What follows belongs to an exercise in optimizing a design on an open flow for small area and a short achievable clock period; a production flow would make more cautious choices.
Only simulation tests tie the RTL to the original design; equivalence was not proved.

==> flow/design.v (excerpt) <==
module bitcruncher_dp(
    input         clk,
    input         rst_n,
    input  [21:0] ctrl,             
    input  [15:0] MBR_in_memory,
    output [7:0]  MAR_out_memory,
    output [15:0] MBR_out_memory,
    output [7:0]  IR_out,
    output [3:0]  ALUflags
    );
clock: 40.0 ns
lec_check: 0
cap_margin: 20
core_margin: 2
core_utilization: 40
slew_margin: 20
standard.sh (not shown) runs the stock make flow with config.mk's settings and CLKGATE_MAP_FILE= SYNTH_SCRIPT=/design/flow/synth_recipe.tcl, a recipe that flattens the netlist after the stock synthesis.
==> flow/flow/run.sh <==
#!/bin/bash
# The standard layout, with the standard synthesis, but with timing repair
# aiming for 18 ns of setup slack instead of 0 (the clock period and the
# constraints are the design's own). Each step's output goes to its own log.
set -euo pipefail
bash standard.sh synth > synth.log 2>&1
bash standard.sh SETUP_SLACK_MARGIN=18 finish > layout.log 2>&1
The baseline finished with timing, DRC and antenna clean.
Rerun with:
==> flow/flow/run.sh (replaced) <==
#!/bin/bash
# The standard layout, with the standard synthesis, but with timing repair
# aiming for 27 ns of setup slack instead of 0 (the clock period and the
# constraints are the design's own). Each step's output goes to its own log.
set -euo pipefail
bash standard.sh synth > synth.log 2>&1
bash standard.sh SETUP_SLACK_MARGIN=27 finish > layout.log 2>&1
What happened: The changed run passed the timing, DRC and antenna checks. Via count is higher by 9.2%. Routed wire length is higher by 12%. Synthesized area does not change.
Rerun with:
==> flow/flow/run.sh (replaced) <==
#!/bin/bash
# The standard layout, with the standard synthesis, but with timing repair
# aiming for 24 ns of setup slack instead of 0 (the clock period and the
# constraints are the design's own). Each step's output goes to its own log.
set -euo pipefail
bash standard.sh synth > synth.log 2>&1
bash standard.sh SETUP_SLACK_MARGIN=24 finish > layout.log 2>&1
What happened: The changed run passed the timing, DRC and antenna checks. Hold slack gains 0.0038 ns. Design area came out lower by 4.9%. Count of clock-buffer cells in the layout stays the same. Global-route usage falls by 1.4 points.
Rerun with:
==> flow/run.sh (new file) <==
#!/bin/bash
# synth_recipe.tcl (not shown) runs the flow's synth.tcl, then flattens the netlist and writes it again
# the make line also repeats each setting of config.mk as NAME=value (left out here)
make -C /OpenROAD-flow-scripts/flow DESIGN_CONFIG=/design/flow/config.mk WORK_HOME=/design/flow/orfs CLKGATE_MAP_FILE= SYNTH_SCRIPT=/design/flow/synth_recipe.tcl finish
removed: flow/flow/run.sh
removed: flow/standard.sh
- setup slack gets worse by 5.9 ns
- worst hold slack is about the same
- synthesized cell count does not change
- global-route usage shrinks by 1.2 points
Rerun with:
==> flow/flow/run.sh (new file) <==
#!/bin/bash
# The standard layout, with the standard synthesis, but with timing repair
# aiming for 21 ns of setup slack instead of 0 (the clock period and the
# constraints are the design's own). Each step's output goes to its own log.
set -euo pipefail
bash standard.sh synth > synth.log 2>&1
bash standard.sh SETUP_SLACK_MARGIN=21 finish > layout.log 2>&1
==> flow/standard.sh (new file) <==
#!/bin/bash
# synth_recipe.tcl (not shown) runs the flow's synth.tcl, then flattens the netlist and writes it again
# the make line also repeats each setting of config.mk as NAME=value (left out here)
make -C /OpenROAD-flow-scripts/flow DESIGN_CONFIG=/design/flow/config.mk WORK_HOME=/design/flow/orfs CLKGATE_MAP_FILE= SYNTH_SCRIPT=/design/flow/synth_recipe.tcl "${@:-finish}"
removed: flow/run.sh
- setup slack gets better by 3.7 ns
- sequential share of layout area is lower by 0.24 points
- first-iteration DRC count drops by about 7%
- worst hold slack stays flat
- clock skew went down by 0.0039 ns
- die area does not change

## run A
Another version of the RTL of bitcruncher_dp (not shown whole).
Size in the first run: ~2,900 cells after synthesis, about 92 flip-flops.
clock: 40.0 ns
lec_check: 0
abc_area: 1
cap_margin: 20
core_margin: 2
core_utilization: 40
slew_margin: 20
==> flow/flow/run.sh <==
#!/bin/bash
# The standard layout, with the standard synthesis, changed in two ways (the
# clock period and the constraints are the design's own):
#  - timing repair aims for 27 ns of setup slack instead of 0 (29 ns in the
#    repair before placement, which sees no wires yet);
#  - after synthesis the delay cells (clkdlybuf4s*, dlygate*, dlymetal*) are
#    added to the platform's don't-use list, so the port buffers that
#    placement inserts are plain buffers instead of delay buffers.
# Each step's output goes to its own log.
set -euo pipefail
bash standard.sh synth > synth.log 2>&1
DONT_USE="sky130_fd_sc_hd__lpflow_bleeder_1 sky130_fd_sc_hd__lpflow_clkbufkapwr_1 sky130_fd_sc_hd__lpflow_clkbufkapwr_16 sky130_fd_sc_hd__lpflow_clkbufkapwr_2 sky130_fd_sc_hd__lpflow_clkbufkapwr_4 sky130_fd_sc_hd__lpflow_clkbufkapwr_8 sky130_fd_sc_hd__lpflow_clkinvkapwr_1 sky130_fd_sc_hd__lpflow_clkinvkapwr_16 sky130_fd_sc_hd__lpflow_clkinvkapwr_2 sky130_fd_sc_hd__lpflow_clkinvkapwr_4 sky130_fd_sc_hd__lpflow_clkinvkapwr_8 sky130_fd_sc_hd__lpflow_decapkapwr_12 sky130_fd_sc_hd__lpflow_decapkapwr_3 sky130_fd_sc_hd__lpflow_decapkapwr_4 sky130_fd_sc_hd__lpflow_decapkapwr_6 sky130_fd_sc_hd__lpflow_decapkapwr_8 sky130_fd_sc_hd__lpflow_inputiso0n_1 sky130_fd_sc_hd__lpflow_inputiso0p_1 sky130_fd_sc_hd__lpflow_inputiso1n_1 sky130_fd_sc_hd__lpflow_inputiso1p_1 sky130_fd_sc_hd__lpflow_inputisolatch_1 sky130_fd_sc_hd__lpflow_isobufsrc_1 sky130_fd_sc_hd__lpflow_isobufsrc_16 sky130_fd_sc_hd__lpflow_isobufsrc_2 sky130_fd_sc_hd__lpflow_isobufsrc_4 sky130_fd_sc_hd__lpflow_isobufsrc_8 sky130_fd_sc_hd__lpflow_isobufsrckapwr_16 sky130_fd_sc_hd__lpflow_lsbuf_lh_hl_isowell_tap_1 sky130_fd_sc_hd__lpflow_lsbuf_lh_hl_isowell_tap_2 sky130_fd_sc_hd__lpflow_lsbuf_lh_hl_isowell_tap_4 sky130_fd_sc_hd__lpflow_lsbuf_lh_isowell_4 sky130_fd_sc_hd__lpflow_lsbuf_lh_isowell_tap_1 sky130_fd_sc_hd__lpflow_lsbuf_lh_isowell_tap_2 sky130_fd_sc_hd__lpflow_lsbuf_lh_isowell_tap_4 sky130_fd_sc_hd__probe_p_8 sky130_fd_sc_hd__probec_p_8 sky130_fd_sc_hd__clkdlybuf4s15_1 sky130_fd_sc_hd__clkdlybuf4s15_2 sky130_fd_sc_hd__clkdlybuf4s18_1 sky130_fd_sc_hd__clkdlybuf4s18_2 sky130_fd_sc_hd__clkdlybuf4s25_1 sky130_fd_sc_hd__clkdlybuf4s25_2 sky130_fd_sc_hd__clkdlybuf4s50_1 sky130_fd_sc_hd__clkdlybuf4s50_2 sky130_fd_sc_hd__dlygate4sd1_1 sky130_fd_sc_hd__dlygate4sd2_1 sky130_fd_sc_hd__dlygate4sd3_1 sky130_fd_sc_hd__dlymetal6s2s_1 sky130_fd_sc_hd__dlymetal6s4s_1 sky130_fd_sc_hd__dlymetal6s6s_1 "
bash standard.sh SETUP_SLACK_MARGIN=29 "DONT_USE_CELLS=$DONT_USE" floorplan > floorplan.log 2>&1
bash standard.sh SETUP_SLACK_MARGIN=27 "DONT_USE_CELLS=$DONT_USE" finish > layout.log 2>&1
Changes in run B relative to run A:
- putting PLACE_DENSITY at 0.5 where nothing was set
-- flow/flow/run.sh --
<<< run A, line 4
#  - timing repair aims for 27 ns of setup slack instead of 0 (29 ns in the
#    repair before placement, which sees no wires yet);
>>> run B, line 4
#  - timing repair aims for 27 ns of setup slack instead of 0;
<<< run A, line 13
bash standard.sh SETUP_SLACK_MARGIN=29 "DONT_USE_CELLS=$DONT_USE" floorplan > floorplan.log 2>&1
>>> run B, line 12
- Between run B and run A, the synthesis-to-layout area growth is lower for run A.
- Delta (run B minus run A): data arrival time of the critical path higher, total of clock buffers placed in the layout was more or less identical.
Edits applied to the flow inputs when going from run B to run C:
- PLACE_DENSITY removed (was 0.5)
--- outcome ---
The setup slack of run C is larger than that of run B.
Re data required time of the worst path: run C and run B aren't equal, and the lower value belongs to run C.
Run C -> run B: instance area after placement flat
Register share of the cell area for run C is higher than for run B.
In the final reports, the cell area of run C is smaller than that of run B.
On via count, run C and run B are neck and neck.
Comparing global-route usage for run C and run B, the bigger number came from run B.
Run C reached the end of the flow, and the finished layout is clean on the timing, DRC and antenna checks.
What run D does differently from run C at the input level:
- CORE_UTILIZATION now 33, was 40
[summary]
[compare] base=run C new=run D: worst slew slack as a fraction of its limit went up 6.2 points.
Comparing run D and run C, the higher number of nets in the finished design is on run C.
#### Input delta (run E over run D)
- swapping 33 for 40 in CORE_UTILIZATION
-- flow/flow/run.sh --
<<< run D, line 4
#  - timing repair aims for 27 ns of setup slack instead of 0;
>>> run E, line 4
#  - timing repair aims for 26 ns of setup slack instead of 0;
<<< run D, line 12
bash standard.sh SETUP_SLACK_MARGIN=27 "DONT_USE_CELLS=$DONT_USE" finish > layout.log 2>&1
>>> run E, line 12
bash standard.sh SETUP_SLACK_MARGIN=26 "DONT_USE_CELLS=$DONT_USE" finish > layout.log 2>&1
## What came out
Average vias per placed instance was higher in run E than in run D.
For run D, the critical path's slowest cell was sky130_fd_sc_hd__fa_1, unlike run E, where it was sky130_fd_sc_hd__dfrtp_2.
[compare] base=run D new=run E: post-synthesis instance area roughly the same, timing-limited maximum frequency lower.
NOTE: wire length in run E falls short of that of run D
Final core utilization came out higher on run E than on run D.
Run E: global-route wire length before repair higher than run D
Via total after detailed routing (lower): run E

what the ideal ports hide:
In the flow no input, the clock included, has a driving cell. The finished layouts below were timed again as built, in two steps.
Step 1 sets driving cells, clkbuf_16 on the clock port and buf_2 on the other inputs (assumed; they add their load-dependent delay and slew).
Step 2 moves the port delays by t, midway between the first and last clock arrival at a register: inputs arrive t later, outputs are due t later. That takes back most of the time a late clock gives input paths.
a / b / c = ideal / step 1 / step 2; a / b = the first two.
run	t, ns	slack for setup (ns)	hold WS [ns]	latest minus earliest clock arrival (ns)	slew at the worst register clock pin (ns)
the first run of note 1	0.412	19.240 / 19.240 / 19.240	0.515 / 0.515 / 0.515	0.016 / 0.016	0.09 / 0.09
the second run of note 1	0.416	24.181 / 24.181 / 24.181	0.510 / 0.510 / 0.510	0.021 / 0.021	0.10 / 0.10
the third run of note 1	0.422	24.080 / 24.080 / 24.080	0.514 / 0.514 / 0.514	0.017 / 0.017	0.10 / 0.10
the fourth run of note 1	0.414	18.219 / 18.219 / 18.219	0.515 / 0.515 / 0.515	0.019 / 0.019	0.09 / 0.09
the fifth run of note 1	0.415	21.882 / 21.882 / 21.882	0.515 / 0.515 / 0.515	0.015 / 0.015	0.09 / 0.09
run A	0.414	27.513 / 27.513 / 27.137	0.509 / 0.509 / 0.509	0.017 / 0.017	0.08 / 0.08
run B	0.424	27.459 / 27.459 / 27.314	0.495 / 0.495 / 0.495	0.017 / 0.017	0.08 / 0.08
run C	0.408	27.664 / 27.664 / 27.385	0.487 / 0.487 / 0.487	0.016 / 0.016	0.08 / 0.08
run D	0.418	27.555 / 27.555 / 27.540	0.486 / 0.486 / 0.486	0.014 / 0.014	0.08 / 0.08
run E	0.406	26.977 / 26.977 / 26.977	0.488 / 0.488 / 0.488	0.015 / 0.015	0.08 / 0.08
After both steps every run listed still meets setup and hold. For run A, which loses most, drivers alone change the setup slack by 0.000 ns; drivers and shift together by -0.376 ns.
